Context: an optimization exercise on an open-source flow, tuned for small area and a short achievable clock period. The choices shown serve that exercise and are no tape-out recipe.
Function was checked by simulation only, so behaviour that the tests miss may differ from the original.
Power and IR drop assume default switching activity.

run 1:
==> flow/design.v (excerpt) <==
module float_add(clk, rst, i_cip, i_vstart, i_vector_length, i_sj, i_sk,
                 i_v0, i_v1, i_v2, i_v3, i_v4, i_v5, i_v6, i_v7,
                 o_busy, o_result, err);
Size: about 730 I/O pins, roughly 0.031 mm^2 of cells after synthesis.
clock: 6.0 ns
lec_check: 0
cap_margin: 20
core_margin: 2
core_utilization: 40
cts_cluster_diameter: 80
cts_cluster_size: 30
setup_slack_margin: 3.5
slew_margin: 20
synth_hierarchical: 1
tns_end_percent: 60
standard.sh (not shown) runs the stock make flow with config.mk's settings and CLKGATE_MAP_FILE= SYNTH_SCRIPT=/design/flow/synth_recipe.tcl, a recipe that flattens the netlist after the stock synthesis.
==> flow/flow/run.sh <==
#!/bin/bash
# The standard layout (standard.sh: ORFS from synthesis to the final
# layout) with two changes:
#  - synthesis is the standard flow's own script (synth_recipe.tcl) except that Yosys's
#    abc pass runs delay-targeted ABC scripts from flow/ (see
#    flow/abc_proc.tcl) in place of ORFS's default ABC script, and that
#    ADDER_MAP_FILE is empty, so ORFS does not extract full and half
#    adder cells before abc and abc maps all the logic itself. Neither
#    touches the registers, so they are the standard synthesis's.
#  - the port buffers that ORFS inserts at placement are buf_1 cells.
#    Every input and output port still gets its own buffer.
# ORFS keeps each step's log in orfs/logs; make's output goes to
# standard.log here.
set -euo pipefail
here=$PWD
export BUFFER_PORTS_ARGS="-buffer_cell sky130_fd_sc_hd__buf_1"
export FLOW_ABC_DIR=$here/flow
export ADDER_MAP_FILE=
cat flow/abc_proc.tcl synth_recipe.tcl > flow_synth.tcl
sed "s#SYNTH_SCRIPT=[^ ]*#SYNTH_SCRIPT=$here/flow_synth.tcl#" standard.sh > flow_standard.sh
grep -q "SYNTH_SCRIPT=$here/flow_synth.tcl" flow_standard.sh
bash flow_standard.sh > standard.log 2>&1
==> flow/flow/abc_d1100.script <==
strash
dch -f
map -D 1100
topo
stime -c
buffer -c
upsize -c -D 1100
dnsize -c -D 1100
==> flow/flow/abc_d1200.script <==
strash
dch -f
map -D 1200
topo
stime -c
buffer -c
upsize -c -D 1200
dnsize -c -D 1200
==> flow/flow/abc_d1500.script <==
strash
dch -f
map -D 1500
topo
stime -c
buffer -c
upsize -c -D 1500
dnsize -c -D 1500
==> flow/flow/abc_d400.script <==
strash
dch -f
map -D 400
topo
stime -c
buffer -c
upsize -c -D 400
dnsize -c -D 400
==> flow/flow/abc_proc.tcl <==
# abc as the standard flow's synthesis calls it, but with ABC scripts of our own, each
# a delay-targeted mapping (dch + map -D) carrying its own target, so no
# -D: the operand select with 400 ps, the exponent select and compare with
# 1100 ps, the adder, the |A - B| increment and the leading-zero count with
# 1500 ps, then everything else with 1200 ps. abc maps only the
# combinational logic; the registers are left as the standard flow's synthesis made
# them.
proc abc {args} {
  set i [lsearch -exact $args -script]
  if {$i >= 0} { set args [lreplace $args $i [expr {$i + 1}]] }
  set j [lsearch -exact $args -D]
  if {$j >= 0} { set args [lreplace $args $j [expr {$j + 1}]] }
  set d $::env(FLOW_ABC_DIR)
  yosys abc -script $d/abc_d400.script {*}$args fadd_sel
  yosys abc -script $d/abc_d1100.script {*}$args fadd_exp
  yosys abc -script $d/abc_d1500.script {*}$args fadd_add48 fadd_ones48 float_add_lz
  yosys abc -script $d/abc_d1200.script {*}$args
}
Run 1 completed every stage of the flow, and the final layout passed the timing, DRC and antenna checks.
diff inputs: run 1 => run 2
Settings: a deleted TNS_END_PERCENT that had been 60; a change of SETUP_SLACK_MARGIN from 3.5 to 3.4; a deleted CTS_CLUSTER_DIAMETER that had been 80; a deleted CTS_CLUSTER_SIZE that had been 30.
==> flow/flow/abc_d500.script (new file) <==
strash
dch -f
map -D 500
topo
stime -c
buffer -c
upsize -c -D 500
dnsize -c -D 500
==> flow/flow/abc_proc.tcl <==
# abc as the standard flow's synthesis calls it, but with ABC scripts of our own, each
# a delay-targeted mapping (dch + map -D) carrying its own target, so no
# -D: the operand select with 400 ps, the exponent select and compare with 500 ps,
# then everything else with 1200 ps. abc maps only the combinational
# logic; the registers are left as the standard flow's synthesis made them.
proc abc {args} {
  set i [lsearch -exact $args -script]
  if {$i >= 0} { set args [lreplace $args $i [expr {$i + 1}]] }
  set j [lsearch -exact $args -D]
  if {$j >= 0} { set args [lreplace $args $j [expr {$j + 1}]] }
  set d $::env(FLOW_ABC_DIR)
  yosys abc -script $d/abc_d400.script {*}$args fadd_sel
  yosys abc -script $d/abc_d500.script {*}$args fadd_exp
  yosys abc -script $d/abc_d1200.script {*}$args
}
removed: flow/flow/abc_d1100.script
removed: flow/flow/abc_d1500.script
==> run summary <==
Going from run 1 to run 2, the layout-stage area growth over the synthesis result was found to have gone down by 0.26 points.
Taking run 1 as the reference, in run 2 sequential share of layout area shows a reduction of 1.4 points; number of levels the H-tree was split into shows an increase of 1.
Run 2 finished end to end and its layout was clean on timing, DRC and antenna.
### run 2 -> run 3
Settings: setting CTS_CLUSTER_SIZE to 30 for the first time; changing SETUP_SLACK_MARGIN from 3.4 to 3.5; setting CTS_CLUSTER_DIAMETER to 80 for the first time.
==> flow/flow/abc_d1100.script (new file) <==
strash
dch -f
map -D 1100
topo
stime -c
buffer -c
upsize -c -D 1100
dnsize -c -D 1100
==> flow/flow/abc_d1500.script (new file) <==
strash
dch -f
map -D 1500
topo
stime -c
buffer -c
upsize -c -D 1500
dnsize -c -D 1500
==> flow/flow/abc_proc.tcl <==
# abc as the standard flow's synthesis calls it, but with ABC scripts of our own, each
# a delay-targeted mapping (dch + map -D) carrying its own target, so no
# -D: the operand select with 400 ps, the exponent select and compare with
# 1100 ps, the adder, the |A - B| increment and the leading-zero count with
# 1500 ps, then everything else with 1200 ps. abc maps only the
# combinational logic; the registers are left as the standard flow's synthesis made
# them.
proc abc {args} {
  set i [lsearch -exact $args -script]
  if {$i >= 0} { set args [lreplace $args $i [expr {$i + 1}]] }
  set j [lsearch -exact $args -D]
  if {$j >= 0} { set args [lreplace $args $j [expr {$j + 1}]] }
  set d $::env(FLOW_ABC_DIR)
  yosys abc -script $d/abc_d400.script {*}$args fadd_sel
  yosys abc -script $d/abc_d1100.script {*}$args fadd_exp
  yosys abc -script $d/abc_d1500.script {*}$args fadd_add48 fadd_ones48 float_add_lz
  yosys abc -script $d/abc_d1200.script {*}$args
}
removed: flow/flow/abc_d500.script
Findings:
Run 3 completed end to end with timing, DRC and antenna clean. Run 2 ended with every stage complete and zero timing, DRC or antenna violations. Final cycle utilization of the critical path ends up lower on run 3. STATUS setup slack at placement: run 3 wins against run 2. Run 3 can be clocked faster than run 2. For run 2, the kind of critical path was register to register, unlike run 3, where it was register to primary output. Min area growth from synthesis to layout across run 3 and run 2: run 2. Per the comparison of run 3 with run 2, peak fanout along the critical path decreased by 10 relative to the old numbers; total via count in the routed design went down by 1789. Power share of the combinational group | run 3 above run 2. Routed length per placed instance of run 3 falls short of that of run 2 by a few percent. Run 3 — worst-case headroom to the max-slew limit 4.2 points higher, run 2 as reference. Run 2 vs run 3, capturing instance or port of the critical path: y2[14] vs err.
Input-level comparison between run 4 and run 3:
Settings: an added PLACE_DENSITY of 0.7.
==> flow/flow/abc_d500.script (new file) <==
strash
dch -f
map -D 500
topo
stime -c
buffer -c
upsize -c -D 500
dnsize -c -D 500
==> flow/flow/abc_proc.tcl <==
# abc as the standard flow's synthesis calls it, but with ABC scripts of our own, each
# a delay-targeted mapping (dch + map -D) carrying its own target, so no
# -D: the operand select with 400 ps, the exponent select and compare with 500 ps,
# then everything else with 1200 ps. abc maps only the combinational
# logic; the registers are left as the standard flow's synthesis made them.
proc abc {args} {
  set i [lsearch -exact $args -script]
  if {$i >= 0} { set args [lreplace $args $i [expr {$i + 1}]] }
  set j [lsearch -exact $args -D]
  if {$j >= 0} { set args [lreplace $args $j [expr {$j + 1}]] }
  set d $::env(FLOW_ABC_DIR)
  yosys abc -script $d/abc_d400.script {*}$args fadd_sel
  yosys abc -script $d/abc_d500.script {*}$args fadd_exp
  yosys abc -script $d/abc_d1200.script {*}$args
}
removed: flow/flow/abc_d1100.script
removed: flow/flow/abc_d1500.script
Findings:
On total routing usage reported by global routing: between run 3 and run 4, it ends up higher for run 4. Taking run 3 as the reference point, the area of the core region of run 4 rises by about 4.5%. Run 3 -> run 4: number of hold buffers added after cts delta 0, exact match. Total power (higher): run 4. Sequential share of layout area (run 4 over run 3): decrease, 1.2 points. Synthesized instance count ends up higher on run 4. Against run 3, area of all placed cells without fillers in run 4 rose by a few percent.
[inputs] run 5 vs run 4
Settings: SETUP_SLACK_MARGIN: 3.5 -> 3.6; PLACE_DENSITY: 0.7 -> unset.
### Flow results
The detailed route wirelength on metal2 of run 5 is higher than that of run 4. Taking run 4 as the reference, in run 5 setup slack of the critical path after layout went up, area taken by flip-flops and latches did not really move. Run 5 gives less detailed route wirelength on metal3 than run 4 did. When run 5 is measured against run 4, its footprint of the multi-input gates turns out 1.5% higher. In the flow results for run 5 and run 4, the total power is smaller on run 4. Detailed-routing iteration count for the pre-antenna-repair pass, run 5 and run 4: lower on run 5. Summary — proportion of power drawn by combinational gates, run 5 relative to run 4: higher, by 0.4 points. ~same net count reported at finish in run 5 and run 4. Diff run 4 -> run 5: detailed-route wire length shows a reduction of 2000 um; per-cell via count in the routed design shows a reduction of 1.9%.

---

float_add, a different RTL version from the one above (not shown whole).
For scale: ~4200 cells after synthesis, about 730 I/O pins.
// float_add
module float_add(clk, rst, i_cip, i_vstart, i_vector_length, i_sj, i_sk,
                 i_v0, i_v1, i_v2, i_v3, i_v4, i_v5, i_v6, i_v7,
                 o_busy, o_result, err);
    input  wire        clk;
    input  wire        rst;
    input  wire [15:0] i_cip;
    input  wire        i_vstart;
    input  wire [6:0]  i_vector_length;
    input  wire [63:0] i_sj;
    input  wire [63:0] i_sk;
    input  wire [63:0] i_v0;
    input  wire [63:0] i_v1;
    input  wire [63:0] i_v2;
    input  wire [63:0] i_v3;
    input  wire [63:0] i_v4;
    input  wire [63:0] i_v5;
    input  wire [63:0] i_v6;
    input  wire [63:0] i_v7;
    output reg  [63:0] o_result;
    output wire        o_busy;
    output wire        err;
    reg [6:0] reservation_time;
    reg       busy_q;
    reg       sel_s;
    reg [7:0] sel_j, sel_k;
    wire [6:0] rt_next = rst ? 7'h7f :
                         i_vstart ? i_vector_length :
                         (reservation_time != 7'h7f) ? reservation_time - 7'd1 :
                         reservation_time;
    wire       scalar_next = &rt_next;
    wire [7:0] j_dec = 8'd1 << i_cip[5:3];
    wire [7:0] k_dec = 8'd1 << i_cip[2:0];
    always @(posedge clk) begin
        reservation_time <= rt_next;
        busy_q <= ~rt_next[6] | (rt_next[5:0] == 6'd0);
        sel_s  <= scalar_next;
        sel_j  <= scalar_next ? 8'd0 : i_vstart ? j_dec : sel_j;
        sel_k  <= scalar_next ? 8'd0 : i_vstart ? k_dec : sel_k;
    end
    assign o_busy = busy_q;
    wire [63:0] a, b;
    fadd_sel u_sel_a(.s(sel_s), .v(sel_j), .xs(i_sj), .x0(i_v0), .x1(i_v1), .x2(i_v2),
  ...
clock: 6.0 ns
lec_check: 0
cap_margin: 20
core_margin: 2
core_utilization: 40
setup_slack_margin: 3.4
slew_margin: 20
synth_hierarchical: 1
==> flow/flow/run.sh <==
#!/bin/bash
# The standard layout (standard.sh: ORFS from synthesis to the final
# layout) with two changes:
#  - synthesis is the standard flow's own script (synth_recipe.tcl) except that Yosys's
#    abc pass runs flow/abc_map.script, a delay-targeted mapping
#    (dch + map -D 1200) in place of ORFS's default ABC script. Registers
#    are not touched by abc, so they are the standard synthesis's.
#  - the port buffers that ORFS inserts at placement are buf_1 cells.
#    Every input and output port still gets its own buffer.
# ORFS keeps each step's log in orfs/logs; make's output goes to
# standard.log here.
set -euo pipefail
here=$PWD
export BUFFER_PORTS_ARGS="-buffer_cell sky130_fd_sc_hd__buf_1"
export FLOW_ABC_SCRIPT=$here/flow/abc_map.script
export FLOW_ABC_FAST_SCRIPT=$here/flow/abc_fast.script
cat flow/abc_proc.tcl synth_recipe.tcl > flow_synth.tcl
sed "s#SYNTH_SCRIPT=[^ ]*#SYNTH_SCRIPT=$here/flow_synth.tcl#" standard.sh > flow_standard.sh
grep -q "SYNTH_SCRIPT=$here/flow_synth.tcl" flow_standard.sh
bash flow_standard.sh > standard.log 2>&1
==> flow/flow/abc_fast.script <==
strash
dch -f
map -D 900
topo
stime -c
buffer -c
upsize -c -D 900
dnsize -c -D 900
==> flow/flow/abc_map.script <==
strash
dch -f
map -D 1200
topo
stime -c
buffer -c
upsize -c -D 1200
dnsize -c -D 1200
==> flow/flow/abc_proc.tcl <==
# abc as the standard flow's synthesis calls it, but with ABC scripts of our own (each
# carries its own delay target, so no -D): the input-stage modules
# (operand select, exponent compare) with flow/abc_fast.script, then the
# rest with flow/abc_map.script.
proc abc {args} {
  set i [lsearch -exact $args -script]
  if {$i >= 0} { set args [lreplace $args $i [expr {$i + 1}]] }
  set j [lsearch -exact $args -D]
  if {$j >= 0} { set args [lreplace $args $j [expr {$j + 1}]] }
  yosys abc -script $::env(FLOW_ABC_FAST_SCRIPT) {*}$args fadd_sel fadd_exp
  yosys abc -script $::env(FLOW_ABC_SCRIPT) {*}$args
}
The first run completed without violations.
==> next run, changes <==
==> flow/flow/run.sh (replaced) <==
#!/bin/bash
# The standard layout (standard.sh: ORFS from synthesis to the final
# layout) with two changes:
#  - synthesis is the standard flow's own script (synth_recipe.tcl) except that Yosys's
#    abc pass runs delay-targeted ABC scripts from flow/ (see
#    flow/abc_proc.tcl) in place of ORFS's default ABC script. abc maps
#    only combinational logic, so the registers are the standard
#    synthesis's.
#  - the port buffers that ORFS inserts at placement are buf_1 cells.
#    Every input and output port still gets its own buffer.
# ORFS keeps each step's log in orfs/logs; make's output goes to
# standard.log here.
set -euo pipefail
here=$PWD
export BUFFER_PORTS_ARGS="-buffer_cell sky130_fd_sc_hd__buf_1"
export FLOW_ABC_DIR=$here/flow
cat flow/abc_proc.tcl synth_recipe.tcl > flow_synth.tcl
sed "s#SYNTH_SCRIPT=[^ ]*#SYNTH_SCRIPT=$here/flow_synth.tcl#" standard.sh > flow_standard.sh
grep -q "SYNTH_SCRIPT=$here/flow_synth.tcl" flow_standard.sh
bash flow_standard.sh > standard.log 2>&1
==> flow/flow/abc_d1200.script (new file) <==
strash
dch -f
map -D 1200
topo
stime -c
buffer -c
upsize -c -D 1200
dnsize -c -D 1200
==> flow/flow/abc_d400.script (new file) <==
strash
dch -f
map -D 400
topo
stime -c
buffer -c
upsize -c -D 400
dnsize -c -D 400
==> flow/flow/abc_d700.script (new file) <==
strash
dch -f
map -D 700
topo
stime -c
buffer -c
upsize -c -D 700
dnsize -c -D 700
==> flow/flow/abc_proc.tcl (replaced) <==
# abc as the standard flow's synthesis calls it, but with ABC scripts of our own, each
# a delay-targeted mapping (dch + map -D) carrying its own target, so no
# -D: the operand select with 400 ps, the exponent compare with 700 ps,
# then everything else with 1200 ps. abc maps only the combinational
# logic; the registers are left as the standard flow's synthesis made them.
proc abc {args} {
  set i [lsearch -exact $args -script]
  if {$i >= 0} { set args [lreplace $args $i [expr {$i + 1}]] }
  set j [lsearch -exact $args -D]
  if {$j >= 0} { set args [lreplace $args $j [expr {$j + 1}]] }
  set d $::env(FLOW_ABC_DIR)
  yosys abc -script $d/abc_d400.script {*}$args fadd_sel
  yosys abc -script $d/abc_d700.script {*}$args fadd_exp
  yosys abc -script $d/abc_d1200.script {*}$args
}
removed: flow/flow/abc_fast.script
removed: flow/flow/abc_map.script
Cell count drops by a few percent.
Worst setup slack improves by 16 ps.
Via count decreases by a few percent.
Non-clock buffer count came out lower by 3.
Synthesized cell count drops by a few percent.
Global-route usage is lower by 3.5 points.
Maximum frequency went up slightly.
Register-to-register slack improved by 60 ps.
Wire length fell by a little under a tenth.
Die area came out higher slightly.
==> next run, changes <==
==> flow/flow/run.sh (replaced) <==
#!/bin/bash
# The standard layout (standard.sh: ORFS synthesis to final), with one
# change: the port buffers that ORFS inserts at placement are the smallest
# buffer cell (buf_1) rather than the tool's default choice. Every input
# and output port still gets its own buffer. ORFS keeps each step's log in
# orfs/logs; make's own output goes to standard.log here.
set -euo pipefail
export BUFFER_PORTS_ARGS="-buffer_cell sky130_fd_sc_hd__buf_1"
bash standard.sh > standard.log 2>&1
ABC_AREA = 1   (was not set)
CTS_CLUSTER_DIAMETER = 80   (was not set)
CTS_CLUSTER_SIZE = 30   (was not set)
PLACE_DENSITY = 0.75   (was not set)
removed: flow/flow/abc_d1200.script
removed: flow/flow/abc_d400.script
removed: flow/flow/abc_d700.script
removed: flow/flow/abc_proc.tcl
Critical path depth rises by 2. Wire length falls by a few percent. Synthesized area rises by about a fifth.
==> next run, changes <==
==> flow/flow/run.sh (replaced) <==
#!/bin/bash
# The standard layout (standard.sh: ORFS from synthesis to the final
# layout) with two changes:
#  - synthesis is the standard flow's own script (synth_recipe.tcl) except that Yosys's
#    abc pass runs flow/abc_map.script, a delay-targeted mapping
#    (dch + map -D 1200) in place of ORFS's default ABC script. Registers
#    are not touched by abc, so they are the standard synthesis's.
#  - the port buffers that ORFS inserts at placement are buf_1 cells.
#    Every input and output port still gets its own buffer.
# ORFS keeps each step's log in orfs/logs; make's output goes to
# standard.log here.
set -euo pipefail
here=$PWD
export BUFFER_PORTS_ARGS="-buffer_cell sky130_fd_sc_hd__buf_1"
export FLOW_ABC_SCRIPT=$here/flow/abc_map.script
cat flow/abc_proc.tcl synth_recipe.tcl > flow_synth.tcl
sed "s#SYNTH_SCRIPT=[^ ]*#SYNTH_SCRIPT=$here/flow_synth.tcl#" standard.sh > flow_standard.sh
grep -q "SYNTH_SCRIPT=$here/flow_synth.tcl" flow_standard.sh
bash flow_standard.sh > standard.log 2>&1
==> flow/flow/abc_map.script (new file) <==
strash
dch -f
map -D 1200
topo
stime -c
buffer -c
upsize -c -D 1200
dnsize -c -D 1200
==> flow/flow/abc_proc.tcl (new file) <==
# abc as the standard flow's synthesis calls it, but with the ABC script named by
# FLOW_ABC_SCRIPT (which carries its own delay target, so no -D)
proc abc {args} {
  set i [lsearch -exact $args -script]
  if {$i >= 0} { set args [lreplace $args $i [expr {$i + 1}]] }
  set j [lsearch -exact $args -D]
  if {$j >= 0} { set args [lreplace $args $j [expr {$j + 1}]] }
  yosys abc -script $::env(FLOW_ABC_SCRIPT) {*}$args
}
ABC_AREA = not set   (was 1)
CTS_CLUSTER_DIAMETER = not set   (was 80)
CTS_CLUSTER_SIZE = not set   (was 30)
PLACE_DENSITY = not set   (was 0.75)
SETUP_SLACK_MARGIN = 3.6   (was 3.4)
Final area is higher by 2.8%; synthesized area came out lower by 14%; routed wire length grows by 13%; total power went up by 19%; non-clock buffer count is higher by 151; worst hold slack degrades by 24 ps; die area drops by 14%; fmax increases by 0.34%; sequential power grows by about 1%; setup slack improved by 8.9 ps.

## afterwards: timing with drivers on the ports
How much do the figures lean on ideal ports? The routed layouts below were timed once more, with nothing changed but the port constraints. Step 1 sets driving cells, clkbuf_16 on the clock port and buf_2 on the other inputs (assumed; they add their load-dependent delay and slew). Step 2 also shifts input and output timing later by t, the mid clock arrival at the registers, as if the neighbouring blocks saw the same clock. Slacks: ideal ports / drivers / drivers and shift; pairs: ideal ports / drivers.
run | shift t [ns] | setup slack, ns | hold slack, ns | worst data-port slew with drivers (ns)
run 1 | 0.695 | 3.478 / 3.401 / 2.906 | 0.333 / 0.333 / 0.333 | 0.25
run 2 | 0.708 | 3.429 / 3.364 / 2.819 | 0.318 / 0.318 / 0.318 | 0.25
run 3 | 0.689 | 3.488 / 3.414 / 2.809 | 0.323 / 0.323 / 0.323 | 0.27
run 4 | 0.711 | 3.450 / 3.374 / 2.740 | 0.324 / 0.324 / 0.324 | 0.32
run 5 | 0.711 | 3.475 / 3.398 / 2.892 | 0.323 / 0.323 / 0.323 | 0.29
the first run of note 2 | 0.692 | 3.281 / 3.311 / 2.619 | 0.320 / 0.320 / 0.320 | 0.32
the second run of note 2 | 0.692 | 3.297 / 3.339 / 2.647 | 0.318 / 0.318 / 0.318 | 0.29
the third run of note 2 | 0.703 | 3.398 / 3.398 / 2.824 | 0.335 / 0.335 / 0.335 | 0.30
the fourth run of note 2 | 0.714 | 3.407 / 3.431 / 2.717 | 0.311 / 0.311 / 0.311 | 0.30
After both steps setup and hold are still met in every run listed. For run 4, which loses most, drivers alone change the setup slack by -0.076 ns; drivers and shift together by -0.710 ns.
